This is an optimization exercise on Yosys and OpenROAD, whose aim is small area, not a production implementation.
In this exercise RTL edits were held to simulation tests only and were not proved equivalent to the original.
Power and IR drop assume default switching activity.

==> design/flow/design.v <==
`timescale 1ns / 1ps
module controller (
    input  wire        clk,
    input  wire        rst_n,
    input  wire [6:0]  addr,
    input  wire        ce_n,
    input  wire        we_n,
    input  wire [15:0] bank_active_status,
    output wire [6:0]  cap_addr,      
    output wire [6:0]  req_addr,      
    output wire        seek,          
    output wire        show,          
    output wire        wload,         
    output wire [15:0] request_wakeup,
    output wire [15:0] access_done
);
    localparam IDLE = 4'd0, WAIT = 4'd1, PRE1 = 4'd2, PRE2 = 4'd3, DEC = 4'd4,
               ACC1 = 4'd5, ACC2 = 4'd6, ACC3 = 4'd7, FIN = 4'd8;
    reg [3:0] st;
    reg [6:0] ca;
    reg       cwe_n;
    wire [15:0] bdec = 16'd1 << ca[6:3];
    always @(posedge clk or negedge rst_n) begin
        if (!rst_n)
            st <= IDLE;
        else case (st)
            IDLE:    st <= ce_n ? IDLE : WAIT;
            WAIT:    st <= bank_active_status[ca[6:3]] ? PRE1 : WAIT;
            FIN:     st <= IDLE;
            default: st <= (st > FIN) ? IDLE : st + 4'd1;
        endcase
    end
    always @(posedge clk) begin
        if (st == IDLE && !ce_n) begin
            ca    <= addr;
            cwe_n <= we_n;
        end
    end
    assign cap_addr       = ca;
    assign req_addr       = (st == IDLE) ? addr : ca;
    assign seek           = ((st == IDLE) && !ce_n) || ((st >= WAIT) && (st <= DEC));
    assign show           = (st >= ACC1) && (st <= ACC3) && cwe_n;
    assign wload          = (st == ACC3) && !cwe_n;
    assign request_wakeup = (st == WAIT) ? bdec : 16'd0;
    assign access_done    = (st == FIN)  ? bdec : 16'd0;
endmodule
`timescale 1ns / 1ps
module power_management_unit (
    input  wire        clk,
    input  wire        rst_n,
    input  wire [15:0] request_wakeup,
    input  wire [15:0] access_done,
    output wire [15:0] bank_active_status
);
    localparam [9:0] TERM   = 10'h13f;
    localparam [9:0] K_WAKE = 10'h136;   
    localparam [9:0] K_IDLE = 10'h334;   
    localparam [9:0] K_DEEP = 10'h335;   
    reg         wk;
    wire [15:0] ld_wake;
    always @(posedge clk or negedge rst_n) begin
        if (!rst_n)
            wk <= 1'b0;
        else
            wk <= (|ld_wake) | (wk & (|request_wakeup));
    end
    genvar i;
    generate
        for (i = 0; i < 16; i = i + 1) begin : bank_fsm
            reg       act, m;
            reg [9:0] cnt;
            wire req  = request_wakeup[i];
            wire done = access_done[i];
            wire term = (cnt == TERM);
            assign ld_wake[i] = !act && !m && req;
            wire ld_deep = act && !req && m && term;
            wire ld_idle = act && !req && !(m && term) && done;
            always @(posedge clk or negedge rst_n) begin
                if (!rst_n) begin
                    act <= 1'b0;
                    m   <= 1'b0;
                end else if (act) begin
                    if (req)
                        m <= 1'b0;
                    else if (m && term)
                        act <= 1'b0;
                    else if (done)
                        m <= 1'b1;
                end else if (m) begin
                    if (term) begin
                        act <= req && wk;
                        m   <= 1'b0;
                    end
                end else if (req)
                    m <= 1'b1;
            end
            always @(posedge clk) begin
                if (ld_wake[i])
                    cnt <= K_WAKE;
                else if (ld_deep)
                    cnt <= K_DEEP;
                else if (ld_idle)
                    cnt <= K_IDLE;
                else
                    cnt <= {cnt[8:0], cnt[9] ^ cnt[6]};
            end
            assign bank_active_status[i] = act;
        end
    endgenerate
endmodule
`timescale 1ns / 1ps
module memory_bank_2 (
    input  wire        clk,
    input  wire        rst_n,
    input  wire [6:0]  raddr,
    input  wire        seek,
    input  wire        show,
    input  wire [6:0]  waddr,
    input  wire [31:0] din,
    input  wire        wload,
    output wire [31:0] dout
);
    reg  [6:0]  phase;
    reg  [31:0] wbuf;
    reg  [6:0]  wa;
    reg         pend;
    reg  [31:0] rreg;
    reg  [3:0]  clrcnt;
    wire [31:0] d [0:127];
    always @(posedge clk)
        phase <= phase + 7'd1;
    wire clr = !(&clrcnt);
    always @(posedge clk or negedge rst_n) begin
        if (!rst_n)
            clrcnt <= 4'd0;
        else if (clr)
            clrcnt <= clrcnt + 4'd1;
    end
    wire [6:0]  wpos  = wa + phase;
    wire        wfire = pend && (wpos[2:0] == 3'd7);
    always @(posedge clk) begin
        if (wload || clr)
            wbuf <= din & {32{!clr}};
        if (wload)
            wa   <= waddr;
    end
    always @(posedge clk or negedge rst_n) begin
        if (!rst_n)
            pend <= 1'b0;
        else
            pend <= wload | (pend & !wfire);
    end
    genvar p;
    generate
        for (p = 0; p < 128; p = p + 1) begin : slot
            reg [31:0] q;
            if (p % 8 == 0) begin : wtap
                wire wen = clr || (wfire && (wpos[6:3] == ((p / 8 + 15) % 16)));
                always @(posedge clk)
                    q <= wen ? wbuf : d[(p + 127) % 128];
            end else begin : plain
                always @(posedge clk)
                    q <= d[p - 1];
            end
            assign d[p] = q;
        end
    endgenerate
    wire [6:0] rpos = raddr + phase;
    wire       fwd  = pend && (wa == raddr);
    reg [31:0] tap_d;
    reg        rhit;
    integer k;
    always @* begin
        tap_d = 32'd0;
        rhit  = 1'b0;
        for (k = 0; k < 26; k = k + 1) begin
            tap_d = tap_d | (d[5 * k] & {32{rpos == 5 * k}});
            rhit  = rhit | (rpos == 5 * k);
        end
    end
    always @(posedge clk) begin
        if (seek && (fwd || rhit))
            rreg <= fwd ? wbuf : tap_d;
    end
    assign dout = rreg & {32{show}};
endmodule
`timescale 1ns / 1ps
module sram_top #(
    parameter ROW_BITS = 1,
    parameter COL_BITS = 2,
    parameter ADDR_W   = 4 + ROW_BITS + COL_BITS
) (
    input  logic        clk,
    input  logic        rst_n,
    input  logic [ADDR_W-1:0] addr,
    input  logic [31:0] din,
    input  logic        ce_n,
    input  logic        we_n,
    output logic [31:0] dout
);
    wire [6:0]  cap_addr, req_addr;
    wire        seek, show, wload;
    wire [15:0] request_wakeup;
    wire [15:0] access_done;
    wire [15:0] bank_active_status;
    controller u_controller (
        .clk(clk),
        .rst_n(rst_n),
        .addr(addr),
        .ce_n(ce_n),
        .we_n(we_n),
        .bank_active_status(bank_active_status),
        .cap_addr(cap_addr),
        .req_addr(req_addr),
        .seek(seek),
        .show(show),
        .wload(wload),
        .request_wakeup(request_wakeup),
        .access_done(access_done)
    );
    power_management_unit u_pmu (
        .clk(clk),
        .rst_n(rst_n),
        .request_wakeup(request_wakeup),
        .access_done(access_done),
        .bank_active_status(bank_active_status)
    );
    memory_bank_2 u_mem (
        .clk(clk),
        .rst_n(rst_n),
        .raddr(req_addr),
        .seek(seek),
        .show(show),
        .waddr(cap_addr),
        .din(din),
        .wload(wload),
        .dout(dout)
    );
endmodule
==> design/flow/flow/run.sh <==
#!/bin/bash
# Layout flow: the standard flow, with the combinational logic mapped by an
# area-oriented ABC script (flow/area.abc) instead of ORFS's speed script.
# Registers, their names and cell types are those of the standard synthesis.
# Clock tree synthesis runs with the arguments in flow/cts_args.txt (no dummy
# load cells). Ports are buffered with sky130_fd_sc_hd__buf_1.
set -euo pipefail
cd "$(dirname "$0")/.."
W=$PWD
sed 's|log_cmd abc {\*}\$abc_args|log_cmd abc {*}[lreplace $abc_args 1 1 '"$W"'/flow/area.abc]|' \
    "$FLOW_HOME/scripts/synth.tcl" > "$W/flow_synth.tcl"
grep -q "flow/area.abc" "$W/flow_synth.tcl"
sed "s|source \$::env(SCRIPTS_DIR)/synth.tcl|source $W/flow_synth.tcl|" \
    "$W/synth_recipe.tcl" > "$W/flow_synth_recipe.tcl"
grep -q "flow_synth.tcl" "$W/flow_synth_recipe.tcl"
bash "$W/standard.sh" SYNTH_SCRIPT="$W/flow_synth_recipe.tcl" CTS_ARGS="$(cat "$W/flow/cts_args.txt")" \
    BUFFER_PORTS_ARGS="-buffer_cell sky130_fd_sc_hd__buf_1" finish > "$W/flow_standard.log" 2>&1
==> design/flow/flow/area.abc <==
strash
dc2
dch -f
amap -m
topo
==> design/flow/flow/cts_args.txt <==
-sink_clustering_enable -repair_clock_nets -dont_use_dummy_load -buf_list sky130_fd_sc_hd__clkbuf_4 -sink_clustering_size 10 -sink_clustering_max_diameter 40
==> design/flow/standard.sh <==
#!/bin/bash
# synth_recipe.tcl (not shown) runs the flow's synth.tcl, then flattens the netlist and writes it again
# the make line also repeats each setting of config.mk as NAME=value (left out here)
make -C /OpenROAD-flow-scripts/flow DESIGN_CONFIG=/design/flow/config.mk WORK_HOME=/design/flow/orfs CLKGATE_MAP_FILE= SYNTH_SCRIPT=/design/flow/synth_recipe.tcl "${@:-finish}"
==> design/flow/config.mk <==
export PLATFORM = sky130hd
export DESIGN_NAME = sram_top
export DESIGN_NICKNAME = sram_top
export VERILOG_FILES = /design/flow/design.v
export SDC_FILE = /design/flow/constraint.sdc
export NUM_CORES = 4
export LEC_CHECK = 0
export CAP_MARGIN = 20
export CORE_MARGIN = 2
export CORE_UTILIZATION = 45
export PLACE_DENSITY = 0.6
export SETUP_SLACK_MARGIN = 0.3
export SLEW_MARGIN = 20
==> design/flow/constraint.sdc <==
create_clock -name core_clock -period 10.0 [get_ports {clk}]
set_input_delay 2.0000 -clock core_clock [delete_from_list [all_inputs] [get_ports {clk}]]
set_output_delay 2.0000 -clock core_clock [all_outputs]
set_load 0.01 [all_outputs]
==> impl_metrics.yaml, run 1 <==
cts:
  cts_resized: 0
  numClockSinks: 4384
  ctsLongestPathBuffers: 4
  clock_latency_ps: 1350
  htreeDepth: 6
  cts_made_buffers: 548
  cts_tree: "yes"
  hold_buffers: 0
  clkTransAtPathRegs_ps: 100
  clockRootBuffer: "clkbuf_4"
  postCtsSetupBuffers: 0
run_status:
  outcome: "no timing/DRC/antenna violations"
place:
  gp_congestion: 0.817
  hpwl_um: 134000
  portBuffers: 74
worst_setup_path:
  cp_max_fo: 32
  startpoint_type: "register"
  r2r_slack_ps: 2590
  r2r_cells: 24
  reg2reg_to: "u_mem.rreg[10]$_DFFE_PP_"
  critPathRequiredTime_ps: 10910
  worstSetupPathType: "reg2reg"
  critPathLaunch: "u_controller.st[0]$_DFF_PN0_"
  cp-end-kind: "register"
  crit_end: "u_mem.rreg[10]$_DFFE_PP_"
  timing.rr.start: "u_controller.st[0]$_DFF_PN0_"
  arrival_ps: 8320
grt:
  grt_antenna_before_repair: 12
  grt_pass1_wl_um: 338000
  grt_remaining_overflow: 0
  grt.total_usage_pct: 19.9
  grt_start_max_net_pins: 51
  first_global_vias: 52151
routing:
  first_iter_violations: 4681
  wirelength_um: 233000
  avgRoutedWirePerCell_um: 22.0
  ant_nets: 0
  drc: 0
  num_vias: 52663
  first_pass_iters: 7
  via_per_inst: 4.96
hold_path:
  min_path_type: "reg2reg"
  hold_path_startpoint: "u_mem.slot[67].q[1]$_DFF_P_"
power:
  powerDensity_mw_per_mm2: 249
  ir_drop_v: 0.000181
  power_leakage_uw: 0.0431
timing:
  timing.final.hold_violations: 0
  setup_viol: 0
  worstMarginPinSlew_ps: 1080
  fmax_mhz: 135
  clock_skew_ps: 130
  post-route-min-period_ps: 7410
  fin_tns_setup_ps: 0
  slew_headroom_pct: 27.7
  fin_crit_sh_pct: 74.1
  drv_slew: 0
  grt_setup_unrepaired: "false"
finish:
  layout_commonest_cell: "dfxtp_1"
  fillers: 19372
  layout_common_cells: "dfxtp_1 (4263), nor2_1 (595), clkbuf_4 (548)"
  utilization_pct: 49.2
  area_growth_pct: 8.87
  regArea_mm2: 0.0888
  drive_above_1_share_pct: 8.78
  multiInputGateArea_mm2: 0.0136
  nNetsFinal: 7651
floorplanning:
  io_pins: 75
  die_w_um: 481
  core.rowCount: 175
  fp.coreArea_mm2: 0.227
  die_h_um: 481
  initial_utilization_pct: 45.2
  dieArea_mm2: 0.232
synthesis:
  synth_edf_count: 79
  syn_area_per_cell_um2: 14.9
  synthFlopType: "dfxtp_1"
  synth_cells: 6895
  synthTopCellsByArea: "dfxtp_1 (83%), edfxtp_1 (2.3%), a21oi_1 (2.3%), nor2_1 (2.3%), dfrtp_1 (1.0%)"
  synth_top_area_share_pct: 83.2
  yosysWarnings: 3
  async_flop_share_pct: 0.958
  synth_top_cell_by_area: "dfxtp_1"
  yosysUniqueCellTypes: 52
  syn_nets: 6960
  synth_area_mm2: 0.103
  yosysSeqAreaShare_pct: 86.5
  yosys_register_bits: 4384
run:
  drv_cap: 0
[worst min-delay path by stage]
| stage | to | slack (ps) | cells past startpoint |
|---|---|---|---|
| after floorplan | u_mem.slot[100].q[0]$_DFF_P_ | 310 | 0 |
| after global placement | u_mem.slot[45].q[5]$_DFF_P_ | 310 | 0 |
| after detailed placement | u_mem.slot[100].q[11]$_DFF_P_ | 310 | 0 |
| after CTS | u_mem.slot[68].q[1]$_DFF_P_ | 210 | 0 |
| after global routing | u_mem.slot[68].q[1]$_DFF_P_ | 200 | 0 |
| final | u_mem.slot[68].q[1]$_DFF_P_ | 210 | 0 |
[metrics by stage]
step | power, uW | instance area, um^2 | instances | setup WS [ps] | hold WS (ps)
3_5_place_dp | 20500 | 108000 | 10045 | 2300 | 312
4_1_cts | 28000 | 112000 | 10593 | 2740 | 207
6_report | 27800 | 112000 | 10610 | 2590 | 206
5_1_grt | 28900 | 112000 | 10603 | 2290 | 201
3_3_place_gp | 20400 | 108000 | 10045 | 2480 | 310
2_1_floorplan | 19700 | 103000 | 6895 | 1380 | 310
[power by group]
part,leakage (uW),total [uW],internal [uW],switching [uW]
Combinational,0.00496,1470,413,1060
Sequential,0.0356,18600,18300,367
Clock,0.00252,7660,2540,5120
[sequential cells by signal, summed over array words and instances (netlist names)]
name and cells:
u_mem.pend 1, u_controller.cwe_n 1, u_pmu.wk 1, u_mem.phase 7, u_mem.rreg 32, u_controller.st 4, u_pmu.bank_fsm.act 16, u_mem.slot.q 4096
u_mem.clrcnt 4, u_controller.ca 7, u_pmu.bank_fsm.m 16, u_mem.wbuf 32, u_pmu.bank_fsm.cnt 160, u_mem.wa 7
[critical path, cell delays in order (launching register included)]
cell      delay [ps]
dfrtp_1          420
clkinv_1          90
ha_1             170
nor2b_1          200
clkinv_1         130
nor2_1           350
clkinv_1         320
o22ai_1          450
clkinv_1         130
ha_1             300
nand2_1           50
o21ai_0          300
a21oi_1          130
o21bai_1         190
nor2_1            60
a21oi_1          410
nand3_1          380
nor2_4           720
buf_4            670
nor3_1            90
nand2_1          110
nor3_1            40
nor4b_1          220
a31oi_4          190
buf_4            800
[cells in the mapped netlist, drive strengths merged, types with 20 or more instances]
master,instances
a211oi,27
a22o,108
dfxtp,4263
nor2,616
ha,20
o21ai,155
a2111oi,27
edfxtp,79
nor4,39
nand2,181
a221oi,36
nor2b,108
clkinv,170
o22ai,28
nor3,26
or2,95
a221o,30
nand4,45
dfrtp,42
a22oi,45
a222oi,103
o21bai,21
a21oi,462
nand3,47
[per-layer routing]
metal  track usage (%)  wire length, um  share of wire, %
met1              28.9           110000                47
met2              29.1            99000                42
met3              4.33            16200               7.0
met4              7.38             7820               3.4
met5                 0               12            0.0051
[kinds of logic (layout without fill, tap and decap cells)]
logic type               count (synthesis)  after routing  share of synthesized area [%]
other                                    0             17                              0
adder cells (fa/ha/maj)                 22             22                          0.283
flip-flops                            4384           4384                           86.5
buffers and inverters                  170            859                          0.622
AND/OR/NAND/NOR                       1224           1224                           5.51
AO/OA/AOI/OAI                         1095           1095                           7.06
[layout make-up]
type / instances / share of cell area, %
clock buffer: 548 / 3.68
tap: 3009 / 3.37
inverter: 170 / 0.579
antenna: 17 / 0.0381
timing repair buffer: 141 / 0.700
multi-input combinational: 2341 / 12.2
sequential: 4384 / 79.5
==> inputs of run 2 (changes only) <==
--- a/design/flow/design.v
+++ b/design/flow/design.v
@@ -159,3 +159,3 @@
                 always @(posedge clk)
-                    q <= wen ? wbuf : d[(p + 127) % 128];
+                    q <= wen ? ((p / 8) % 2 ? ~wbuf : wbuf) : ~d[(p + 127) % 128];
             end else begin : plain
@@ -176,3 +176,3 @@
         for (k = 0; k < 26; k = k + 1) begin
-            tap_d = tap_d | (d[5 * k] & {32{rpos == 5 * k}});
+            tap_d = tap_d | ((((5 * k) / 8) % 2 ? ~d[5 * k] : d[5 * k]) & {32{rpos == 5 * k}});
             rhit  = rhit | (rpos == 5 * k);
--- a/design/flow/config.mk
+++ b/design/flow/config.mk
@@ -10,2 +10,3 @@
 export CORE_UTILIZATION = 45
+export GPL_TIMING_DRIVEN = 0
 export PLACE_DENSITY = 0.6
==> impl_metrics.yaml, run 2 <==
synthesis:
  syn_nets: 6721
  yosys_register_bits: 4384
  synth_top_cell_by_area: "dfxtp_1"
  synth_edf_count: 79
  async_flop_share_pct: 0.958
  synth_top_area_share_pct: 83.9
  yosysWarnings: 3
  synthTopCellsByArea: "dfxtp_1 (84%), o22ai_1 (3.6%), edfxtp_1 (2.3%), nor2_1 (1.4%), dfrtp_1 (1.0%)"
  synth_most_common_cell: "dfxtp_1"
  synth_area_mm2: 0.102
  netlist_top_cells_count: "dfxtp_1 (4263), o22ai_1 (592), nor2_1 (385)"
  yosysUniqueCellTypes: 49
  synthFlopType: "dfxtp_1"
  syn_area_per_cell_um2: 15.3
  synth_cells: 6656
  yosysSeqAreaShare_pct: 87.3
routing:
  avgRoutedWirePerCell_um: 25.2
  num_vias: 53714
  ant_nets: 0
  via_per_inst: 5.15
  drc: 0
  first_pass_iters: 6
  first_iter_violations: 4373
  wirelength_um: 263000
worst_setup_path:
  critPathRequiredTime_ps: 11040
  startpoint_type: "register"
  arrival_ps: 7580
  cp-end-kind: "register"
  cp_max_fo: 18
  worstSetupPathType: "reg2reg"
timing:
  fin_crit_sh_pct: 65.3
  timing.final.hold_violations: 0
  worstMarginPinSlew_ps: 1090
  grt_setup_unrepaired: "false"
  post-route-min-period_ps: 6530
  worst_slack_ps: 3470
  fin_tns_setup_ps: 0
  setup_viol: 0
  slew_headroom_pct: 26.8
  drv_slew: 0
  clock_skew_ps: 142
  fmax_mhz: 153
place:
  dpl_cell_area_mm2: 0.110
  hpwl_um: 164000
  pre_cts_ws_ps: 2970
  post-place-cells: 9881
  gp_congestion: 0.781
  portBuffers: 74
cts:
  postCtsSetupBuffers: 0
  cts_resized: 0
  clock_latency_ps: 1380
  clkTransAtPathRegs_ps: 100
  htreeDepth: 6
  cts_tree: "yes"
  cts_made_buffers: 541
  ctsLongestPathBuffers: 4
  numClockSinks: 4384
  clockRootBuffer: "clkbuf_4"
  hold_buffers: 0
run_status:
  outcome: "no timing/DRC/antenna violations"
power:
  powerDensity_mw_per_mm2: 245
  power_leakage_uw: 0.0434
  ir_drop_v: 0.000142
  total_power_uw: 27900
finish:
  fillers: 18897
  layout_common_cells: "dfxtp_1 (4263), o22ai_1 (592), clkbuf_4 (541)"
  finalNonFillerCells: 10435
  largest_register: "u_mem.slot.q"
  reg_top3: "u_mem.slot.q (4096), u_pmu.bank_fsm.cnt (160)"
  area_growth_pct: 11.7
  layout_commonest_cell: "dfxtp_1"
  largest_reg_flops: 4096
  drive_above_1_share_pct: 10.4
  finish.instance_area_mm2: 0.114
  nNetsFinal: 7498
floorplanning:
  dieArea_mm2: 0.230
  die_w_um: 479
  initial_utilization_pct: 45.3
  io_pins: 75
  fp.coreArea_mm2: 0.225
  die_h_um: 479
  core.rowCount: 174
grt:
  grt.total_usage_pct: 22.6
  first_global_vias: 54216
  grt_start_max_net_pins: 45
  grt_antenna_before_repair: 14
  grt_pass1_wl_um: 372000
  grt_remaining_overflow: 0
run:
  drv_cap: 0
hold_path:
  min_path_type: "reg2reg"
## run 2: cell types whose count changed after synthesis, moves of 22 or more
cell / change
nor2_1: -231
nand3_1: -24
a222oi_1: -94
a21oi_1: -379
o22ai_1: +564
o2111ai_1: +24
a22o_1: -95
nand2_1: -22
## run 2: where the power goes
part           internal [uW]  switching, uW  leakage, uW
Sequential             18200            308       0.0357
Clock                   2510           5150      0.00249
Combinational            564           1160      0.00515
## run 2: critical path: stages, from the launching register on
cell and delay, ps:
dfrtp_1 400, clkinv_1 150, ha_1 230, clkinv_1 60
nor2_1 60, nand2_1 300, clkinv_1 270, o22ai_1 440
clkinv_1 140, ha_1 290, nand3_1 70, nand3b_1 120
o21ai_0 860, or2_0 340, or3_4 560, buf_16 310
o22ai_1 120, a211oi_1 210, o211ai_1 150, a211oi_1 270
o2111ai_1 150, a2111oi_0 380, a22oi_1 270
## run 2: routing by layer
layer / routed length, um / track usage, %
met5: 13 / 0
met2: 112000 / 33.1
met3: 18100 / 4.59
met4: 9210 / 8.69
met1: 124000 / 32.9
## run 2: final cells by class
type                            instances  area [um^2]  share of cell area (%)
Inverter                              180          802                   0.706
Timing Repair Buffer                  234         3610                    3.18
Multi-Input combinational cell       2092        12600                    11.1
Sequential cell                      4384        88800                    78.1
Clock buffer                          541         4060                    3.57
Tap cell                             2992         3740                    3.29
Antenna cell                           12         30.0                  0.0264
## run 2: final timing paths
kind | startpoint | endpoint | slack (ps) | depth (start not counted)
worst max register to register | u_controller.st[0]$_DFF_PN0_ | u_mem.rreg[8]$_DFFE_PP_ | 3470 | 22
max in group asynchronous | rst_n | u_pmu.bank_fsm[14].m$_DFFE_PN0P_ | 8810 | 2
worst min register to register | u_mem.slot[27].q[9]$_DFF_P_ | u_mem.slot[28].q[9]$_DFF_P_ | 240 | 0
worst min-delay path | u_mem.slot[27].q[9]$_DFF_P_ | u_mem.slot[28].q[9]$_DFF_P_ | 240 | 0
min in group asynchronous | rst_n | u_pmu.bank_fsm[1].m$_DFFE_PN0P_ | 560 | 1
worst max-delay path | u_controller.st[0]$_DFF_PN0_ | u_mem.rreg[8]$_DFFE_PP_ | 3470 | 22
## run 2: stage by stage
step	hold WS, ps	utilization, %
6_report	236	50.6
5_1_grt	243	50.6
4_1_cts	228	50.6
3_5_place_dp	312	48.7
3_3_place_gp	310	47.1
2_1_floorplan	310	-
## run 2: cells by family (layout without fill, tap and decap cells)
| group | count (synthesis) | after routing | share of synthesized area (%) |
|---|---|---|---|
| AOI/OAI and AO/OA | 1100 | 1100 | 7.14 |
| adders and majority gates | 22 | 22 | 0.285 |
| buffers and inverters | 180 | 955 | 0.664 |
| DFF | 4384 | 4384 | 87.3 |
| other | 0 | 12 | 0 |
| and+or+nand+nor | 970 | 970 | 4.65 |
==> inputs of run 3 (changes only) <==
--- a/design/flow/config.mk
+++ b/design/flow/config.mk
@@ -10,3 +10,2 @@
 export CORE_UTILIZATION = 45
-export GPL_TIMING_DRIVEN = 0
 export PLACE_DENSITY = 0.6
==> impl_metrics.yaml, run 3 <==
timing:
  worst_slack_ps: 3000
  slew_headroom_pct: 17.0
  clock_skew_ps: 151
  fmax_mhz: 143
  setup_viol: 0
  fin_tns_setup_ps: 0
  hold_slack_ps: 258
  worstMarginPinSlew_ps: 1250
  post-route-min-period_ps: 7000
  drv_slew: 0
  grt_setup_unrepaired: "false"
  fin_crit_sh_pct: 70.0
  timing.final.hold_violations: 0
power:
  combPwrFrac_pct: 5.5
  ir_drop_v: 0.000190
  clkPwrFrac_pct: 27.6
  sw_frac_of_total_pct: 23.8
  p_seq_share_pct: 66.9
  p_int_uw: 21100
  switching_power_uw: 6600
  powerDensity_mw_per_mm2: 250
  power_leakage_uw: 0.0422
place:
  portBuffers: 74
  gp_congestion: 0.824
  dpl_cell_area_mm2: 0.107
  pre_cts_ws_ps: 2640
  hpwl_um: 144000
floorplanning:
  fp.coreArea_mm2: 0.225
  dieArea_mm2: 0.230
  die_h_um: 479
  die_w_um: 479
  core.rowCount: 174
  initial_utilization_pct: 45.3
  io_pins: 75
worst_setup_path:
  cp.depth: 24
  critPathLaunch: "u_controller.st[0]$_DFF_PN0_"
  crit_slowest_cell: "o32a_2"
  path_cells: "clkinv_1, ha_1, clkinv_1, nor2_1, nand2_1, clkinv_1, o22ai_1, clkinv_1, ha_1, nand3_1, nand3b_1, a21oi_1, o21bai_1, nor2_1, a21oi_1, clkinv_1, or3_1, nor2_4, nor4b_1, nand4_1, nor4_1, nand3_1, o32a_2, buf_4"
  max_stage_delay_ps: 940
  crit_end: "u_mem.rreg[25]$_DFFE_PP_"
  timing.rr.start: "u_controller.st[0]$_DFF_PN0_"
  critPathMostFrequentCell: "clkinv_1"
  startpoint_type: "register"
  r2r_slack_ps: 3000
  worstSetupPathType: "reg2reg"
  cp_top_family: "compound AO/OA/AOI/OAI gates"
  r2r_cells: 24
  cp-end-kind: "register"
  cp_max_fo: 19
  cp_num_buf_inv: 6
  arrival_ps: 7990
  reg2reg_to: "u_mem.rreg[25]$_DFFE_PP_"
  critPathRequiredTime_ps: 11000
finish:
  fillers: 19304
  nNetsFinal: 7424
  utilization_pct: 49.3
  largest_register: "u_mem.slot.q"
  multiInputGateArea_mm2: 0.0126
  drive_above_1_share_pct: 9.43
  largest_reg_flops: 4096
  layout_common_cells: "dfxtp_1 (4263), o22ai_1 (592), clkbuf_4 (541)"
  regArea_mm2: 0.0888
  area_growth_pct: 8.94
  layout_commonest_cell: "dfxtp_1"
  finish.instance_area_mm2: 0.111
  reg_top3: "u_mem.slot.q (4096), u_pmu.bank_fsm.cnt (160)"
cts:
  ctsLongestPathBuffers: 4
  cts_resized: 0
  cts_tree: "yes"
  clkTransAtPathRegs_ps: 90
  clock_latency_ps: 1410
  htreeDepth: 6
  cts_made_buffers: 541
  clockRootBuffer: "clkbuf_4"
  numClockSinks: 4384
  postCtsSetupBuffers: 0
  hold_buffers: 0
synthesis:
  synth_cells: 6656
  yosysUniqueCellTypes: 49
  synthTopCellsByArea: "dfxtp_1 (84%), o22ai_1 (3.6%), edfxtp_1 (2.3%), nor2_1 (1.4%), dfrtp_1 (1.0%)"
  synth_edf_count: 79
  synthFlopType: "dfxtp_1"
  synth_area_mm2: 0.102
  yosysWarnings: 3
  async_flop_share_pct: 0.958
  synth_top_cell_by_area: "dfxtp_1"
  syn_nets: 6721
  synth_most_common_cell: "dfxtp_1"
  netlist_top_cells_count: "dfxtp_1 (4263), o22ai_1 (592), nor2_1 (385)"
  yosys_register_bits: 4384
  synth_top_area_share_pct: 83.9
  yosysSeqAreaShare_pct: 87.3
  syn_area_per_cell_um2: 15.3
routing:
  num_vias: 54144
  first_pass_iters: 6
  wirelength_um: 264000
  via_per_inst: 5.22
  drc: 0
  first_iter_violations: 4853
  avgRoutedWirePerCell_um: 25.5
  ant_nets: 0
grt:
  grt_remaining_overflow: 0
  first_global_vias: 53246
  grt.total_usage_pct: 22.6
  grt_start_max_net_pins: 45
  grt_antenna_before_repair: 26
  grt_pass1_wl_um: 372000
hold_path:
  min_path_type: "reg2reg"
  hold_depth: 0
run_status:
  outcome: "no timing/DRC/antenna violations"
run:
  drv_cap: 0
[run 3: cell count changes in the layout (fill, tap and decap cells not counted), moves of 4 or more]
cell and change:
buf_16 -89, buf_4 +47, buf_12 -26, clkinv_4 -25, inv_2 +25, buf_6 -5, diode_2 +4
[run 3: cells by family after synthesis]
group	count (synthesis)	synth area share, %
AOI/OAI and AO/OA	1100	7.14
adders and majority gates	22	0.285
buffers and inverters	180	0.664
DFF	4384	87.3
and+or+nand+nor	970	4.65
[run 3: metrics by stage]
stage	std cells	total power, uW
final	10365	27700
after CTS	10349	27900
after detailed placement	9808	20400
after global routing	10351	28800
after global placement	9808	20400
after floorplan	6656	19600
[run 3: worst min path at each step]
stage | start | slack (ps) | to
3_3_place_gp | u_mem.slot[4].q[21]$_DFF_P_ | 310 | u_mem.slot[5].q[21]$_DFF_P_
3_5_place_dp | u_mem.slot[112].q[13]$_DFF_P_ | 310 | u_mem.slot[113].q[13]$_DFF_P_
2_1_floorplan | u_mem.slot[99].q[0]$_DFF_P_ | 310 | u_mem.slot[100].q[0]$_DFF_P_
6_report | u_mem.slot[93].q[22]$_DFF_P_ | 260 | u_mem.slot[94].q[22]$_DFF_P_
4_1_cts | u_mem.slot[26].q[10]$_DFF_P_ | 250 | u_mem.slot[27].q[10]$_DFF_P_
5_1_grt | u_mem.slot[43].q[10]$_DFF_P_ | 250 | u_mem.slot[44].q[10]$_DFF_P_
[run 3: cell type report]
type | instances | share of cell area, %
sequential | 4384 | 80.1
multi-input combinational | 2092 | 11.4
clock buffer | 541 | 3.66
tap | 2992 | 3.38
timing repair buffer | 160 | 0.834
inverter | 180 | 0.611
antenna | 16 | 0.0361
[run 3: power by group through the flow]
stage	Combinational [uW]	Clock (uW)	Sequential, uW
floorplan	822	0	18700
global placement	1440	0	18900
detailed placement	1500	0	18900
CTS	1500	7870	18500
global route	1620	8600	18600
finish	1520	7650	18500
[run 3: routing by layer]
layer  GRT usage [%]  vias to the layer above  routed length (um)  share of wire, %
met3            5.49                      612               22300               8.4
li1                -                    24167                   -                 -
met4            8.77                        9                9150               3.5
met2            33.0                     2597              112000                42
met1            32.5                    26759              120000                46
met5           0.311                        -                 142             0.054
[run 3: worst reg2reg max path, stage by stage, from the launching register on]
cell	delay (ps)
dfrtp_1	400
clkinv_1	150
ha_1	230
clkinv_1	50
nor2_1	60
nand2_1	320
clkinv_1	270
o22ai_1	400
clkinv_1	130
ha_1	290
nand3_1	60
nand3b_1	120
a21oi_1	90
o21bai_1	180
nor2_1	60
a21oi_1	540
clkinv_1	300
or3_1	540
nor2_4	510
nor4b_1	130
nand4_1	130
nor4_1	60
nand3_1	120
o32a_2	940
buf_4	550
==> inputs of run 4 (changes only) <==
--- a/design/flow/config.mk
+++ b/design/flow/config.mk
@@ -9,4 +9,4 @@
 export CORE_MARGIN = 2
-export CORE_UTILIZATION = 45
-export PLACE_DENSITY = 0.6
+export CORE_UTILIZATION = 65
+export PLACE_DENSITY = 0.75
 export SETUP_SLACK_MARGIN = 0.3
==> impl_metrics.yaml, run 4 <==
run_status:
  outcome: "no timing/DRC/antenna violations"
grt:
  grt_pass1_wl_um: 349000
  grtUsageMet2_pct: 44.9
  grt_use_met1_pct: 43.5
  busiest_layer: "met2"
  grt_start_max_net_pins: 45
  grt_remaining_overflow: 0
  grt.total_usage_pct: 30.6
  first_global_vias: 53285
  grt_antenna_before_repair: 9
  grt_use_met3_pct: 7.77
synthesis:
  yosysSeqAreaShare_pct: 87.3
  async_flop_share_pct: 0.958
  yosys_register_bits: 4384
  yosysUniqueCellTypes: 49
  synth_top_area_share_pct: 83.9
  yosysWarnings: 3
  synth_top_cell_by_area: "dfxtp_1"
  synthTopCellsByArea: "dfxtp_1 (84%), o22ai_1 (3.6%), edfxtp_1 (2.3%), nor2_1 (1.4%), dfrtp_1 (1.0%)"
  synthFlopType: "dfxtp_1"
  syn_area_per_cell_um2: 15.3
  synth_cells: 6656
  synth_area_mm2: 0.102
  synth_edf_count: 79
  synth_most_common_cell: "dfxtp_1"
  netlist_top_cells_count: "dfxtp_1 (4263), o22ai_1 (592), nor2_1 (385)"
  syn_nets: 6721
timing:
  timing.final.hold_violations: 0
  slew_headroom_pct: 13.9
  post-route-min-period_ps: 7120
  setup_viol: 0
  grt_setup_unrepaired: "false"
  fin_tns_setup_ps: 0
  worstMarginPinSlew_ps: 1290
  fmax_mhz: 141
  drv_slew: 0
  clock_skew_ps: 162
  fin_crit_sh_pct: 71.2
cts:
  cts_resized: 0
  clockRootBuffer: "clkbuf_4"
  ctsLongestPathBuffers: 4
  numClockSinks: 4384
  htreeDepth: 6
  clock_latency_ps: 1400
  cts_tree: "yes"
  hold_buffers: 0
  cts_made_buffers: 531
  clkTransAtPathRegs_ps: 100
  postCtsSetupBuffers: 0
place:
  dpl_cell_area_mm2: 0.105
  hpwl_um: 136000
  portBuffers: 74
  gp_congestion: 0.861
worst_setup_path:
  r2r_cells: 22
  cp_num_buf_inv: 6
  critPathMostFrequentCell: "clkinv_1"
  path_cells: "clkinv_1, ha_1, clkinv_1, nor2_1, nand2_1, clkinv_1, o22ai_1, clkinv_1, ha_1, nand3_1, nand3b_1, a21oi_1, o21bai_1, nor2_1, a21oi_1, clkinv_1, or3_1, nor2_4, nor4_1, nand3_1, o32a_2, buf_4"
  cp-end-kind: "register"
  worstSetupPathType: "reg2reg"
  max_stage_delay_ps: 990
  cp.depth: 22
  cp_max_fo: 20
  arrival_ps: 8080
  r2r_slack_ps: 2880
  crit_slowest_cell: "o32a_2"
  cp_top_family: "simple AND/OR/NAND/NOR gates"
  startpoint_type: "register"
  critPathRequiredTime_ps: 10970
routing:
  first_pass_iters: 7
  ant_nets: 0
  via_per_inst: 5.77
  wirelength_um: 246000
  first_iter_violations: 5968
  num_vias: 54217
  drc: 0
  avgRoutedWirePerCell_um: 26.1
hold_path:
  hold_depth: 0
  min_path_type: "reg2reg"
floorplanning:
  initial_utilization_pct: 65.3
  core.rowCount: 145
  io_pins: 75
  dieArea_mm2: 0.160
  die_h_um: 400
  fp.coreArea_mm2: 0.156
  die_w_um: 400
run:
  drv_cap: 0
finish:
  finish.instance_area_mm2: 0.109
  nNetsFinal: 7400
  fillers: 9944
  layout_commonest_cell: "dfxtp_1"
  reg_top3: "u_mem.slot.q (4096), u_pmu.bank_fsm.cnt (160)"
  drive_above_1_share_pct: 9.15
  layout_common_cells: "dfxtp_1 (4263), o22ai_1 (592), clkbuf_4 (531)"
  multiInputGateArea_mm2: 0.0126
  regArea_mm2: 0.0888
  largest_register: "u_mem.slot.q"
  largest_reg_flops: 4096
  area_growth_pct: 7.63
power:
  ir_drop_v: 0.000250
  power_leakage_uw: 0.0421
  powerDensity_mw_per_mm2: 251
[run 4: cell counts after synthesis]
No cell type changed its count.
[run 4: where the power goes]
group / internal, uW / leakage, uW / switching, uW
Sequential: 18200 / 0.0357 / 353
Clock: 2470 / 0.00244 / 5010
Combinational: 430 / 0.00393 / 1050
Total: 21100 / 0.0421 / 6420
[run 4: final cells by class]
type                            instances  area share [%]
Antenna cell                           13          0.0297
Clock buffer                          531            3.64
Inverter                              180           0.617
Multi-Input combinational cell       2092            11.5
Sequential cell                      4384            81.1
Tap cell                             2058            2.35
Timing Repair Buffer                  146           0.778
[run 4: routing by layer]
metal / vias to the layer above / share of wire [%]
met5: - / 0
li1: 24128 / -
met2: 2991 / 43
met1: 26403 / 43
met3: 695 / 9.7
met4: 0 / 4.1
[run 4: per-stage QoR]
| step | hold WS (ps) | utilization (%) | power (uW) | instances | setup WS (ps) |
|---|---|---|---|---|---|
| final | 241 | 70.3 | 27500 | 9404 | 2880 |
| after global routing | 245 | 70.3 | 28400 | 9402 | 2710 |
| after CTS | 245 | 70.2 | 27500 | 9391 | 3290 |
| after detailed placement | 312 | 67.7 | 20300 | 8860 | 2710 |
| after global placement | 310 | 67.6 | 20300 | 8858 | 2740 |
| after floorplan | 310 | - | 19600 | 6656 | 2740 |
[run 4: final timing paths]
check / end / startpoint
min: u_mem.slot[37].q[1]$_DFF_P_ / u_mem.slot[36].q[1]$_DFF_P_
min in group asynchronous: u_pmu.bank_fsm[14].m$_DFFE_PN0P_ / rst_n
min reg2reg: u_mem.slot[37].q[1]$_DFF_P_ / u_mem.slot[36].q[1]$_DFF_P_
max: u_mem.rreg[1]$_DFFE_PP_ / u_controller.st[0]$_DFF_PN0_
max in group asynchronous: u_controller.st[1]$_DFF_PN0_ / rst_n
max reg2reg: u_mem.rreg[1]$_DFFE_PP_ / u_controller.st[0]$_DFF_PN0_
[run 4: cells by family (layout without fill, tap and decap cells)]
kind of cell,Yosys count,after routing,share of synthesized area (%)
AOI/OAI and AO/OA,1100,1100,7.14
buffers and inverters,180,857,0.664
DFF,4384,4384,87.3
and+or+nand+nor,970,970,4.65
other,0,13,0
adders and majority gates,22,22,0.285
==> inputs of run 5 (changes only) <==
==> design/flow/flow/cts_args.txt (replaced) <==
-sink_clustering_enable -repair_clock_nets -dont_use_dummy_load -buf_list sky130_fd_sc_hd__clkbuf_4 -sink_clustering_size 11 -sink_clustering_max_diameter 40
==> impl_metrics.yaml, run 5 <==
finish:
  largest_register: "u_mem.slot.q"
  nNetsFinal: 7329
  area_growth_pct: 7.11
  reg_top3: "u_mem.slot.q (4096), u_pmu.bank_fsm.cnt (160)"
  layout_commonest_cell: "dfxtp_1"
  drive_above_1_share_pct: 8.26
  layout_common_cells: "dfxtp_1 (4263), o22ai_1 (592), clkbuf_4 (460)"
  fillers: 10022
  largest_reg_flops: 4096
  finish.instance_area_mm2: 0.109
synthesis:
  syn_area_per_cell_um2: 15.3
  yosys_register_bits: 4384
  synthTopCellsByArea: "dfxtp_1 (84%), o22ai_1 (3.6%), edfxtp_1 (2.3%), nor2_1 (1.4%), dfrtp_1 (1.0%)"
  yosysSeqAreaShare_pct: 87.3
  synth_cells: 6656
  yosysWarnings: 3
  async_flop_share_pct: 0.958
  syn_nets: 6721
  synth_area_mm2: 0.102
  synth_top_cell_by_area: "dfxtp_1"
  yosysUniqueCellTypes: 49
  netlist_top_cells_count: "dfxtp_1 (4263), o22ai_1 (592), nor2_1 (385)"
  synth_most_common_cell: "dfxtp_1"
  synth_edf_count: 79
  synth_top_area_share_pct: 83.9
  synthFlopType: "dfxtp_1"
timing:
  drv_slew: 0
  clock_skew_ps: 206
  timing.final.hold_violations: 0
  slew_headroom_pct: 15.2
  setup_viol: 0
  fin_crit_sh_pct: 68.0
  worstMarginPinSlew_ps: 1270
  post-route-min-period_ps: 6800
  fin_tns_setup_ps: 0
  fmax_mhz: 147
  grt_setup_unrepaired: "false"
routing:
  first_iter_violations: 5539
  top_layer: "met5"
  via_per_inst: 5.78
  num_vias: 53942
  first_pass_iters: 11
  wirelength_um: 245000
  drc: 0
  wl_met1_um: 106000
  avgRoutedWirePerCell_um: 26.3
  ant_nets: 0
  dr_wl_met3_um: 23900
  wl_met2_um: 105000
floorplanning:
  core.rowCount: 145
  fp.coreArea_mm2: 0.156
  die_w_um: 400
  dieArea_mm2: 0.160
  initial_utilization_pct: 65.3
  die_h_um: 400
  io_pins: 75
power:
  power_leakage_uw: 0.0418
  ir_drop_v: 0.000245
  powerDensity_mw_per_mm2: 248
place:
  portBuffers: 74
  gp_congestion: 0.861
  dpl_cell_area_mm2: 0.105
  hpwl_um: 136000
cts:
  cts_tree: "yes"
  cts_resized: 0
  htreeDepth: 5
  clockRootBuffer: "clkbuf_4"
  clkTransAtPathRegs_ps: 120
  hold_buffers: 0
  numClockSinks: 4384
  cts_made_buffers: 460
  ctsLongestPathBuffers: 4
  clock_latency_ps: 1480
  postCtsSetupBuffers: 0
worst_setup_path:
  max_stage_delay_ps: 880
  reg2reg_to: "u_mem.rreg[28]$_DFFE_PP_"
  timing.rr.start: "u_controller.st[0]$_DFF_PN0_"
  crit_end: "u_mem.rreg[28]$_DFFE_PP_"
  worstSetupPathType: "reg2reg"
  r2r_slack_ps: 3200
  critPathLaunch: "u_controller.st[0]$_DFF_PN0_"
  crit_slowest_cell: "or3_2"
  critPathRequiredTime_ps: 11130
  cp-end-kind: "register"
  arrival_ps: 7930
  cp_max_fo: 20
  startpoint_type: "register"
  r2r_cells: 28
  critPathMostFrequentCell: "clkinv_1"
grt:
  grt_pass1_wl_um: 348000
  grt_start_max_net_pins: 45
  grt.total_usage_pct: 30.5
  grt_antenna_before_repair: 6
  first_global_vias: 52763
  grt_remaining_overflow: 0
run:
  drv_cap: 0
run_status:
  outcome: "no timing/DRC/antenna violations"
hold_path:
  min_path_type: "reg2reg"
==> run 5: cell counts after synthesis <==
Identical to the previous run, type by type.
==> run 5: cell families after synthesis <==
| group | synth area share [%] |
|---|---|
| flip-flops | 87.3 |
| buffers and inverters | 0.664 |
| AND/OR/NAND/NOR | 4.65 |
| AO/OA/AOI/OAI | 7.14 |
| adder cells (fa/ha/maj) | 0.285 |
==> run 5: how the worst min path moves through the flow <==
stage,from,end,slack [ps],cells past startpoint
after floorplan,u_mem.slot[99].q[0]$_DFF_P_,u_mem.slot[100].q[0]$_DFF_P_,310,0
after global routing,u_mem.slot[102].q[22]$_DFF_P_,u_mem.slot[103].q[22]$_DFF_P_,250,0
after detailed placement,u_mem.slot[118].q[16]$_DFF_P_,u_mem.slot[119].q[16]$_DFF_P_,310,0
after CTS,u_mem.slot[74].q[30]$_DFF_P_,u_mem.slot[75].q[30]$_DFF_P_,220,0
after global placement,u_mem.slot[56].q[1]$_DFF_P_,u_mem.slot[57].q[1]$_DFF_P_,310,0
final,u_mem.slot[1].q[12]$_DFF_P_,u_mem.slot[2].q[12]$_DFF_P_,240,0
==> run 5: area by class of cell <==
type	instances	area (um^2)	area share, %
flip-flops and latches	4384	88800	81.5
clock buffers	460	3450	3.17
inverters	180	676	0.620
diodes	9	22.5	0.0207
repair buffers	146	852	0.782
well taps	2058	2570	2.36
multi-input cells	2092	12600	11.6
==> run 5: where the power goes <==
part | internal, uW | leakage [uW] | switching [uW]
logic | 436 | 0.00393 | 1050
clock network | 2110 | 0.00212 | 4930
registers | 18200 | 0.0357 | 353
==> run 5: critical path, delay by kind of cell, from the launching register on <==
family	cells	cell delay (ps)
simple gates	10	2230
fa+ha+maj	3	720
buf+inv	8	1410
compound gates	7	1780
flops	1	410
==> run 5: routing by layer <==
metal  up-vias  GRT usage [%]
met3       778           8.02
met1     26323           43.3
li1      23929              -
met4         2           13.4
met5         -          0.121
met2      2910           44.6
==> run 5: per-stage QoR <==
step	utilization [%]	std cells	total power [uW]	setup WS [ps]	hold slack, ps
2_1_floorplan	-	6656	19600	2740	310
3_3_place_gp	67.6	8858	20300	2740	310
3_5_place_dp	67.7	8860	20300	2710	312
4_1_cts	69.9	9320	27100	3340	221
5_1_grt	69.9	9323	28000	2900	251
6_report	69.9	9329	27100	3200	237
==> inputs of run 6 (changes only) <==
--- a/design/flow/design.v
+++ b/design/flow/design.v
@@ -12,2 +12,3 @@
     output wire        show,          
+    output wire        first,         
     output wire        wload,         
@@ -40,3 +41,4 @@
     assign req_addr       = (st == IDLE) ? addr : ca;
-    assign seek           = ((st == IDLE) && !ce_n) || ((st >= WAIT) && (st <= DEC));
+    assign seek           = ((st == IDLE) && !ce_n) || ((st >= WAIT) && (st <= ACC1));
+    assign first          = (st == ACC1);
     assign show           = (st >= ACC1) && (st <= ACC3) && cwe_n;
@@ -117,2 +119,3 @@
     input  wire        show,
+    input  wire        first,
     input  wire [6:0]  waddr,
@@ -120,2 +123,3 @@
     input  wire        wload,
+    input  wire        any_active,
     output wire [31:0] dout
@@ -127,3 +131,3 @@
     reg  [31:0] rreg;
-    reg  [3:0]  clrcnt;
+    reg         woke;
     wire [31:0] d [0:127];
@@ -131,8 +135,8 @@
         phase <= phase + 7'd1;
-    wire clr = !(&clrcnt);
-    always @(posedge clk or negedge rst_n) begin
-        if (!rst_n)
-            clrcnt <= 4'd0;
-        else if (clr)
-            clrcnt <= clrcnt + 4'd1;
+    wire clr = !woke;
+    always @(posedge clk or negedge rst_n) begin
+        if (!rst_n)
+            woke <= 1'b0;
+        else if (any_active)
+            woke <= 1'b1;
     end
@@ -175,12 +179,14 @@
         rhit  = 1'b0;
-        for (k = 0; k < 26; k = k + 1) begin
-            tap_d = tap_d | ((((5 * k) / 8) % 2 ? ~d[5 * k] : d[5 * k]) & {32{rpos == 5 * k}});
-            rhit  = rhit | (rpos == 5 * k);
-        end
-    end
+        for (k = 0; k < 22; k = k + 1) begin
+            tap_d = tap_d | ((((6 * k) / 8) % 2 ? ~d[6 * k] : d[6 * k]) & {32{rpos == 6 * k}});
+            rhit  = rhit | (rpos == 6 * k);
+        end
+    end
+    wire [31:0] live = fwd ? wbuf : tap_d;
+    wire        lhit = fwd || rhit;
     always @(posedge clk) begin
-        if (seek && (fwd || rhit))
-            rreg <= fwd ? wbuf : tap_d;
-    end
-    assign dout = rreg & {32{show}};
+        if (seek && lhit)
+            rreg <= live;
+    end
+    assign dout = ((first && lhit) ? live : rreg) & {32{show}};
 endmodule
@@ -201,3 +207,3 @@
     wire [6:0]  cap_addr, req_addr;
-    wire        seek, show, wload;
+    wire        seek, show, first, wload;
     wire [15:0] request_wakeup;
@@ -216,2 +222,3 @@
         .show(show),
+        .first(first),
         .wload(wload),
@@ -233,2 +240,3 @@
         .show(show),
+        .first(first),
         .waddr(cap_addr),
@@ -236,2 +244,3 @@
         .wload(wload),
+        .any_active(|bank_active_status),
         .dout(dout)
==> design/flow/flow/cts_args.txt (replaced) <==
-sink_clustering_enable -repair_clock_nets -dont_use_dummy_load -buf_list sky130_fd_sc_hd__clkbuf_4 -sink_clustering_size 10 -sink_clustering_max_diameter 40
--- a/design/flow/config.mk
+++ b/design/flow/config.mk
@@ -11,3 +11,3 @@
 export PLACE_DENSITY = 0.75
-export SETUP_SLACK_MARGIN = 0.3
+export SETUP_SLACK_MARGIN = 0.1
 export SLEW_MARGIN = 20
==> impl_metrics.yaml, run 6 <==
run_status:
  outcome: "no timing/DRC/antenna violations"
grt:
  grt_pass1_wl_um: 345000
  grt_antenna_before_repair: 5
  grt_remaining_overflow: 0
  grt_start_max_net_pins: 41
  grt.total_usage_pct: 30.4
  first_global_vias: 52725
finish:
  drive_above_1_share_pct: 9.76
  fillers: 9998
  layout_commonest_cell: "dfxtp_1"
  largest_reg_flops: 4096
  nNetsFinal: 7259
  area_growth_pct: 8.01
  finish.instance_area_mm2: 0.109
  reg_top3: "u_mem.slot.q (4096), u_pmu.bank_fsm.cnt (160)"
  layout_common_cells: "dfxtp_1 (4263), o22ai_1 (571), clkbuf_4 (532)"
  multiInputGateArea_mm2: 0.0120
  finalNonFillerCells: 9242
  largest_register: "u_mem.slot.q"
  regArea_mm2: 0.0887
cts:
  clockRootBuffer: "clkbuf_4"
  hold_buffers: 0
  numClockSinks: 4381
  htreeDepth: 6
  clock_latency_ps: 1320
  ctsLongestPathBuffers: 4
  cts_tree: "yes"
  clkTransAtPathRegs_ps: 100
  cts_made_buffers: 532
worst_setup_path:
  max_stage_delay_ps: 660
  arrival_ps: 7590
  worstSetupPathType: "reg2out"
  critPathMostFrequentCell: "clkinv_1"
  cp-end-kind: "primary output"
  cp_max_fo: 12
  critPathRequiredTime_ps: 8000
  crit_slowest_cell: "a2111oi_0"
  startpoint_type: "register"
  r2r_slack_ps: 3800
routing:
  avgRoutedWirePerCell_um: 26.3
  first_iter_violations: 5493
  dr_wl_met3_um: 21300
  wl_met2_um: 106000
  drc: 0
  first_pass_iters: 7
  ant_nets: 0
  num_vias: 52911
  top_layer: "met4"
  wl_met1_um: 105000
  via_per_inst: 5.73
  wirelength_um: 243000
power:
  p_seq_share_pct: 69.0
  ir_drop_v: 0.000206
  p_int_uw: 25400
  switching_power_uw: 9040
  total_power_uw: 34400
  powerDensity_mw_per_mm2: 316
  clkPwrFrac_pct: 21.8
  sw_frac_of_total_pct: 26.2
  power_leakage_uw: 0.0426
  combPwrFrac_pct: 9.2
place:
  portBuffers: 74
  gp_congestion: 0.842
  dpl_cell_area_mm2: 0.105
  post-place-cells: 8701
  hpwl_um: 135000
run:
  drv_cap: 0
synthesis:
  netlist_top_cells_count: "dfxtp_1 (4263), o22ai_1 (572), nor2_1 (310)"
  syn_area_per_cell_um2: 15.6
  synth_top_cell_by_area: "dfxtp_1"
  synthFlopType: "dfxtp_1"
  synth_most_common_cell: "dfxtp_1"
  synthTopCellsByArea: "dfxtp_1 (84%), o22ai_1 (3.5%), edfxtp_1 (2.3%), nor2_1 (1.2%), dfrtp_1 (0.97%)"
  syn_nets: 6554
  synth_area_mm2: 0.101
  yosysWarnings: 3
  synth_cells: 6491
  synth_top_area_share_pct: 84.5
  synth_edf_count: 79
  async_flop_share_pct: 0.890
  yosysUniqueCellTypes: 51
  yosysSeqAreaShare_pct: 87.8
  yosys_register_bits: 4381
floorplanning:
  io_pins: 75
  initial_utilization_pct: 65.5
  die_w_um: 398
  dieArea_mm2: 0.159
  fp.coreArea_mm2: 0.154
  die_h_um: 398
  core.rowCount: 144
timing:
  worstMarginPinSlew_ps: 1110
  fmax_mhz: 104
  setup_viol: 0
  slew_headroom_pct: 26.2
  fin_tns_setup_ps: 0
  drv_slew: 0
  fin_crit_sh_pct: 95.9
  clock_skew_ps: 104
  timing.final.hold_violations: 0
  post-route-min-period_ps: 9590
  grt_setup_unrepaired: "true"
hold_path:
  min_path_type: "reg2reg"
-- run 6: cell count changes after synthesis, sizes merged, moves of 15 or more --
cell	before	now
o22ai	592	572
o221a	11	51
o21ai	135	101
nor2	385	310
nor4	42	57
nor2b	98	79
nor4b	25	9
nand2	159	141
-- run 6: logic make-up after synthesis --
group / share of synthesized area [%]
flops: 87.8
simple gates: 4.19
compound gates: 7.09
buf+inv: 0.654
fa+ha+maj: 0.263
-- run 6: final timing paths --
path                                                          to  depth (start not counted)                    startpoint
worst max-delay path                                    dout[30]                         27  u_controller.st[0]$_DFF_PN0_
worst min-delay path                u_mem.slot[65].q[22]$_DFF_P_                          0  u_mem.slot[64].q[22]$_DFF_P_
worst max register to register          u_mem.rreg[13]$_DFFE_PP_                         26  u_controller.st[0]$_DFF_PN0_
worst min register to register      u_mem.slot[65].q[22]$_DFF_P_                          0  u_mem.slot[64].q[22]$_DFF_P_
max in group asynchronous       u_pmu.bank_fsm[13].m$_DFFE_PN0P_                          1                         rst_n
min in group asynchronous                   u_mem.pend$_DFF_PN0_                          1                         rst_n
-- run 6: routing by layer --
| layer | vias up | global-route usage, % |
|---|---|---|
| met5 | - | 0 |
| met3 | 654 | 7.26 |
| li1 | 23610 | - |
| met1 | 25950 | 42.9 |
| met4 | 0 | 12.4 |
| met2 | 2697 | 45.7 |
-- run 6: metrics by stage --
stage / setup WS (ps) / hold slack, ps / util, %
after floorplan: 201 / 310 / -
after global placement: 545 / 309 / 68.0
after detailed placement: 321 / 312 / 68.0
after CTS: 98.1 / 276 / 70.6
after global routing: 44.5 / 271 / 70.7
final: 410 / 281 / 70.7
-- run 6: layout make-up --
type | instances | share of cell area, %
sequential | 4381 | 81.3
multi-input combinational | 1934 | 11.0
clock buffer | 532 | 3.66
tap | 2044 | 2.34
timing repair buffer | 171 | 1.04
inverter | 176 | 0.618
antenna | 4 | 0.00917
-- run 6: what timing repair did --
action / 4_1_cts / 5_1_grt
buffers inserted: 0 / 5
pin swaps: 1 / 2
gates resized for setup: 11 / 21
setup endpoints to repair: 32 / 32
-- run 6: power by group through the flow --
stage,sequential [uW],clock (uW),combinational [uW]
final,23800,7500,3170
after global routing,24100,8300,3300
after CTS,23700,7590,3080
after detailed placement,24100,0,3060
after global placement,23900,0,2930
after floorplan,23200,0,1580
-- run 6: critical path: cells and delay by family, from the launching register on --
kind / cells / cell delay [ps]
AO/OA/AOI/OAI: 10 / 2790
buffers and inverters: 8 / 1550
AND/OR/NAND/NOR: 7 / 1010
adder cells (fa/ha/maj): 2 / 470
flip-flops: 1 / 430
==> inputs of run 7 (changes only) <==
--- a/design/flow/config.mk
+++ b/design/flow/config.mk
@@ -11,3 +11,3 @@
 export PLACE_DENSITY = 0.75
-export SETUP_SLACK_MARGIN = 0.1
+export SETUP_SLACK_MARGIN = 0.3
 export SLEW_MARGIN = 20
==> impl_metrics.yaml, run 7 <==
timing:
  slew_headroom_pct: 25.2
  grt_setup_unrepaired: "false"
  drv_slew: 0
  post-route-min-period_ps: 9460
  setup_viol: 0
  clock_skew_ps: 86.1
  fin_tns_setup_ps: 0
  worstMarginPinSlew_ps: 1120
  timing.final.hold_violations: 0
  hold_slack_ps: 268
  fmax_mhz: 106
  fin_crit_sh_pct: 94.6
finish:
  area_growth_pct: 8.17
  finalNonFillerCells: 9269
  finish.instance_area_mm2: 0.109
  drive_above_1_share_pct: 10.1
  regArea_mm2: 0.0887
  layout_commonest_cell: "dfxtp_1"
  layout_common_cells: "dfxtp_1 (4263), o22ai_1 (569), clkbuf_4 (532)"
  nNetsFinal: 7277
  reg_top3: "u_mem.slot.q (4096), u_pmu.bank_fsm.cnt (160)"
  fillers: 9840
  largest_register: "u_mem.slot.q"
  largest_reg_flops: 4096
  multiInputGateArea_mm2: 0.0121
routing:
  wl_met2_um: 105000
  drc: 0
  dr_wl_met3_um: 26000
  first_iter_violations: 6402
  first_pass_iters: 8
  via_per_inst: 5.73
  wl_met1_um: 104000
  avgRoutedWirePerCell_um: 26.4
  top_layer: "met5"
  wirelength_um: 245000
  ant_nets: 0
  num_vias: 53105
synthesis:
  synth_most_common_cell: "dfxtp_1"
  syn_area_per_cell_um2: 15.6
  syn_nets: 6554
  yosysSeqAreaShare_pct: 87.8
  synth_edf_count: 79
  yosysUniqueCellTypes: 51
  synthTopCellsByArea: "dfxtp_1 (84%), o22ai_1 (3.5%), edfxtp_1 (2.3%), nor2_1 (1.2%), dfrtp_1 (0.97%)"
  synth_top_area_share_pct: 84.5
  synth_cells: 6491
  async_flop_share_pct: 0.890
  yosys_register_bits: 4381
  synth_top_cell_by_area: "dfxtp_1"
  yosysWarnings: 3
  synth_area_mm2: 0.101
  synthFlopType: "dfxtp_1"
  netlist_top_cells_count: "dfxtp_1 (4263), o22ai_1 (572), nor2_1 (310)"
cts:
  clock_latency_ps: 1330
  clkTransAtPathRegs_ps: 100
  htreeDepth: 6
  clockRootBuffer: "clkbuf_4"
  ctsLongestPathBuffers: 4
  numClockSinks: 4381
  hold_buffers: 0
  cts_made_buffers: 532
  cts_tree: "yes"
worst_setup_path:
  max_stage_delay_ps: 580
  arrival_ps: 7460
  cp_max_fo: 14
  timing.rr.start: "u_controller.st[0]$_DFF_PN0_"
  r2r_slack_ps: 3990
  critPathRequiredTime_ps: 8000
  crit_slowest_cell: "a22oi_1"
  critPathMostFrequentCell: "clkinv_1"
  r2r_cells: 26
  startpoint_type: "register"
  cp-end-kind: "primary output"
  reg2reg_to: "u_mem.rreg[5]$_DFFE_PP_"
  worstSetupPathType: "reg2out"
floorplanning:
  initial_utilization_pct: 65.5
  die_h_um: 398
  fp.coreArea_mm2: 0.154
  die_w_um: 398
  io_pins: 75
  core.rowCount: 144
  dieArea_mm2: 0.159
grt:
  grt_start_max_net_pins: 40
  grt_remaining_overflow: 0
  grt_pass1_wl_um: 345000
  first_global_vias: 52288
  grt_antenna_before_repair: 13
  grt.total_usage_pct: 30.6
place:
  gp_congestion: 0.856
  dpl_cell_area_mm2: 0.105
  post-place-cells: 8711
  hpwl_um: 139000
  portBuffers: 74
power:
  powerDensity_mw_per_mm2: 316
  power_leakage_uw: 0.0427
  ir_drop_v: 0.000180
run_status:
  outcome: "no timing/DRC/antenna violations"
hold_path:
  hold_path_startpoint: "u_mem.slot[51].q[13]$_DFF_P_"
  whs_endpoint: "u_mem.slot[52].q[13]$_DFF_P_"
  min_path_type: "reg2reg"
  hold_depth: 0
run:
  drv_cap: 0
==> run 7: repair_timing <==
action / CTS / global route
setup buffers: 5 / 6
resized for setup: 13 / 24
pin swaps: 2 / 2
cloned: 0 / 1
endpoints found under the setup margin: 32 / 28
==> run 7: cell type report <==
class                           instances  area share [%]
Inverter                              176           0.628
Multi-Input combinational cell       1935            11.0
Clock buffer                          532            3.66
Antenna cell                           13          0.0298
Tap cell                             2044            2.34
Sequential cell                      4381            81.2
Timing Repair Buffer                  188            1.13
==> run 7: cells by family (layout without fill, tap and decap cells) <==
kind of cell	Yosys count	in the layout	synth area share [%]
AOI/OAI and AO/OA	1052	1052	7.09
and+or+nand+nor	862	863	4.19
adders and majority gates	20	20	0.263
other	0	13	0
buffers and inverters	176	896	0.654
DFF	4381	4381	87.8
==> run 7: report_power, final <==
part           internal (uW)  switching (uW)
clock                   2470            5030
sequential             22000            1800
combinational            971            2250
==> run 7: worst max-delay path by stage <==
stage	from	endpoint	cells past startpoint
after floorplan	addr[2]	dout[0]	15
after global placement	addr[2]	dout[1]	16
after detailed placement	addr[2]	dout[1]	16
after CTS	u_controller.st[0]$_DFF_PN0_	dout[15]	31
after global routing	u_controller.st[0]$_DFF_PN0_	dout[5]	29
final	u_controller.st[0]$_DFF_PN0_	dout[30]	25
==> run 7: worst max-delay path: cells and delay by family (launching register included) <==
family / cells / cell delay, ps
buffers and inverters: 9 / 1600
AOI/OAI and AO/OA: 9 / 2170
adders and majority gates: 2 / 500
DFF: 1 / 410
and+or+nand+nor: 5 / 1410
==> run 7: stage by stage <==
stage	worst slack, ps	util, %	power, uW
detailed placement	738	68.1	27100
global route	216	70.8	35700
finish	538	70.8	34500
global placement	873	68.1	26900
CTS	381	70.7	34400
floorplan	693	-	24800
==> run 7: metal layers <==
layer | track usage [%] | vias up
met5 | 0 | -
li1 | - | 23687
met1 | 43.3 | 25739
met4 | 12.9 | 10
met2 | 44.7 | 2948
met3 | 8.37 | 721
==> inputs of run 8 (changes only) <==
--- a/design/flow/config.mk
+++ b/design/flow/config.mk
@@ -11,3 +11,3 @@
 export PLACE_DENSITY = 0.75
-export SETUP_SLACK_MARGIN = 0.3
+export SETUP_SLACK_MARGIN = 0.0
 export SLEW_MARGIN = 20
==> impl_metrics.yaml, run 8 <==
routing:
  wirelength_um: 243000
  first_pass_iters: 6
  avgRoutedWirePerCell_um: 26.3
  drc: 0
  first_iter_violations: 5348
  via_per_inst: 5.73
  num_vias: 52912
  ant_nets: 0
finish:
  multiInputGateArea_mm2: 0.0120
  layout_commonest_cell: "dfxtp_1"
  regArea_mm2: 0.0887
  finalNonFillerCells: 9242
  reg_top3: "u_mem.slot.q (4096), u_pmu.bank_fsm.cnt (160)"
  nNetsFinal: 7257
  fillers: 9999
  finish.instance_area_mm2: 0.109
  largest_reg_flops: 4096
  area_growth_pct: 7.98
  layout_common_cells: "dfxtp_1 (4263), o22ai_1 (571), clkbuf_4 (532)"
  drive_above_1_share_pct: 9.72
  largest_register: "u_mem.slot.q"
floorplanning:
  initial_utilization_pct: 65.5
  core.rowCount: 144
  fp.coreArea_mm2: 0.154
  die_w_um: 398
  io_pins: 75
  die_h_um: 398
  dieArea_mm2: 0.159
synthesis:
  synthTopCellsByArea: "dfxtp_1 (84%), o22ai_1 (3.5%), edfxtp_1 (2.3%), nor2_1 (1.2%), dfrtp_1 (0.97%)"
  yosysSeqAreaShare_pct: 87.8
  yosysWarnings: 3
  syn_area_per_cell_um2: 15.6
  synth_top_cell_by_area: "dfxtp_1"
  netlist_top_cells_count: "dfxtp_1 (4263), o22ai_1 (572), nor2_1 (310)"
  synth_cells: 6491
  synth_top_area_share_pct: 84.5
  yosys_register_bits: 4381
  synth_edf_count: 79
  yosysUniqueCellTypes: 51
  synth_most_common_cell: "dfxtp_1"
  syn_nets: 6554
  synth_area_mm2: 0.101
  async_flop_share_pct: 0.890
  synthFlopType: "dfxtp_1"
timing:
  worstMarginPinSlew_ps: 1190
  drv_slew: 0
  fin_tns_setup_ps: 0
  worst_slack_ps: 363
  setup_viol: 0
  timing.final.hold_violations: 0
  fin_crit_sh_pct: 96.4
  slew_headroom_pct: 20.8
  fmax_mhz: 104
  clock_skew_ps: 104
  post-route-min-period_ps: 9640
cts:
  clkTransAtPathRegs_ps: 100
  clock_latency_ps: 1320
  clockRootBuffer: "clkbuf_4"
  hold_buffers: 0
  numClockSinks: 4381
  ctsLongestPathBuffers: 4
  htreeDepth: 6
  cts_tree: "yes"
  cts_made_buffers: 532
place:
  gp_congestion: 0.842
  hpwl_um: 135000
  dpl_cell_area_mm2: 0.105
  pre_cts_ws_ps: 321
  post-place-cells: 8701
  portBuffers: 74
grt:
  grt_start_max_net_pins: 41
  grt.total_usage_pct: 30.4
  grt_antenna_before_repair: 5
  grt_pass1_wl_um: 345000
  grt_remaining_overflow: 0
  first_global_vias: 52732
worst_setup_path:
  critPathRequiredTime_ps: 8000
  worstSetupPathType: "reg2out"
  startpoint_type: "register"
  cp-end-kind: "primary output"
  cp_max_fo: 23
  arrival_ps: 7640
run_status:
  outcome: "no timing/DRC/antenna violations"
power:
  power_leakage_uw: 0.0426
  ir_drop_v: 0.000205
  powerDensity_mw_per_mm2: 316
  total_power_uw: 34400
run:
  drv_cap: 0
hold_path:
  min_path_type: "reg2reg"
run 8: routing by layer:
layer	part of all wire (%)	vias up	track usage (%)
li1	-	23610	-
met4	3.9	0	12.4
met2	44	2680	45.7
met3	8.6	621	7.32
met5	0	-	0
met1	43	26001	42.8
run 8: area by class of cell:
cell class | instances | share of cell area, %
Inverter | 176 | 0.609
Antenna cell | 6 | 0.0138
Timing Repair Buffer | 169 | 1.02
Multi-Input combinational cell | 1934 | 11.0
Sequential cell | 4381 | 81.3
Tap cell | 2044 | 2.34
Clock buffer | 532 | 3.66
run 8: metrics by stage:
step	util, %	hold WS, ps
final	70.7	267
after CTS	70.6	276
after global routing	70.7	271
after detailed placement	68.0	312
after global placement	68.0	309
after floorplan	-	310
run 8: worst paths after layout:
check,from,to,slack [ps],cells after the start
max reg2reg,u_controller.st[0]$_DFF_PN0_,u_mem.rreg[30]$_DFFE_PP_,3770,22
max,u_controller.st[0]$_DFF_PN0_,dout[30],360,24
min,u_mem.slot[105].q[5]$_DFF_P_,u_mem.slot[106].q[5]$_DFF_P_,270,0
min reg2reg,u_mem.slot[105].q[5]$_DFF_P_,u_mem.slot[106].q[5]$_DFF_P_,270,0
max in group asynchronous,rst_n,u_pmu.bank_fsm[13].m$_DFFE_PN0P_,8460,1
min in group asynchronous,rst_n,u_mem.pend$_DFF_PN0_,840,1
run 8: cells by family after synthesis:
family / share of synthesized area, %
adders and majority gates: 0.263
DFF: 87.8
and+or+nand+nor: 4.19
AOI/OAI and AO/OA: 7.09
buffers and inverters: 0.654
run 8: what timing repair did:
action	CTS	global route
pin swaps	1	1
buffers inserted	0	3
resized for setup	10	13
endpoints found under the setup margin	32	32
run 8: report_power, final:
group | switching, uW | total, uW | internal, uW
sequential | 1790 | 23800 | 22000
combinational | 2210 | 3170 | 955
clock | 5040 | 7510 | 2470
total | 9040 | 34400 | 25400
run 8: critical path: stages (launching register included):
cell and delay (ps):
dfrtp_1 430, clkinv_1 80, ha_1 140, clkinv_1 80, nor2_1 160, clkinv_1 170
nor2_4 230, inv_2 130, o22ai_1 210, clkinv_1 180, ha_1 360, a21o_1 180
a31oi_1 260, nor2_1 120, a21oi_2 320, clkinv_1 230, nand3_1 250, nor2_1 130
inv_2 870, o221a_1 330, o2111ai_1 100, a2111oi_0 590, a22oi_1 340, o221a_1 290
buf_1 120

## static timing again, ports no longer ideal
The results above use ideal ports. As a check the final layouts listed here were re-extracted and re-timed, cells and wires unchanged.
Step 1, drivers: a clkbuf_16 drives clk and a buf_2 each remaining input, both assumed.
Step 2, shift: input delay + t, output delay - t, t = (earliest + latest rising clock arrival at the registers) / 2. This alone moves slack from input paths to output paths.
Three values: no drivers, after step 1, after step 2; two values: the first two.
run | t (ns) | setup WS [ns] | clock arrival spread, ns | worst slew at a driven data input, ns
run 1 | 1.395 | 2.589 / 2.589 / 2.182 | 0.176 / 0.176 | 0.07
run 2 | 1.409 | 3.466 / 3.466 / 2.856 | 0.178 / 0.177 | 0.07
run 3 | 1.421 | 3.004 / 3.004 / 2.427 | 0.151 / 0.151 | 0.07
run 4 | 1.395 | 2.883 / 2.883 / 2.291 | 0.162 / 0.162 | 0.05
run 5 | 1.463 | 3.201 / 3.201 / 2.485 | 0.207 / 0.206 | 0.05
run 6 | 1.370 | 0.410 / 0.325 / 1.016 | 0.128 / 0.128 | 0.05
run 7 | 1.374 | 0.538 / 0.466 / 1.202 | 0.138 / 0.138 | 0.04
run 8 | 1.373 | 0.363 / 0.278 / 0.952 | 0.143 / 0.143 | 0.05
After both steps setup and hold are still met in every run listed. For run 5, which loses most, drivers alone change the setup slack by 0.000 ns; drivers and shift together by -0.716 ns.
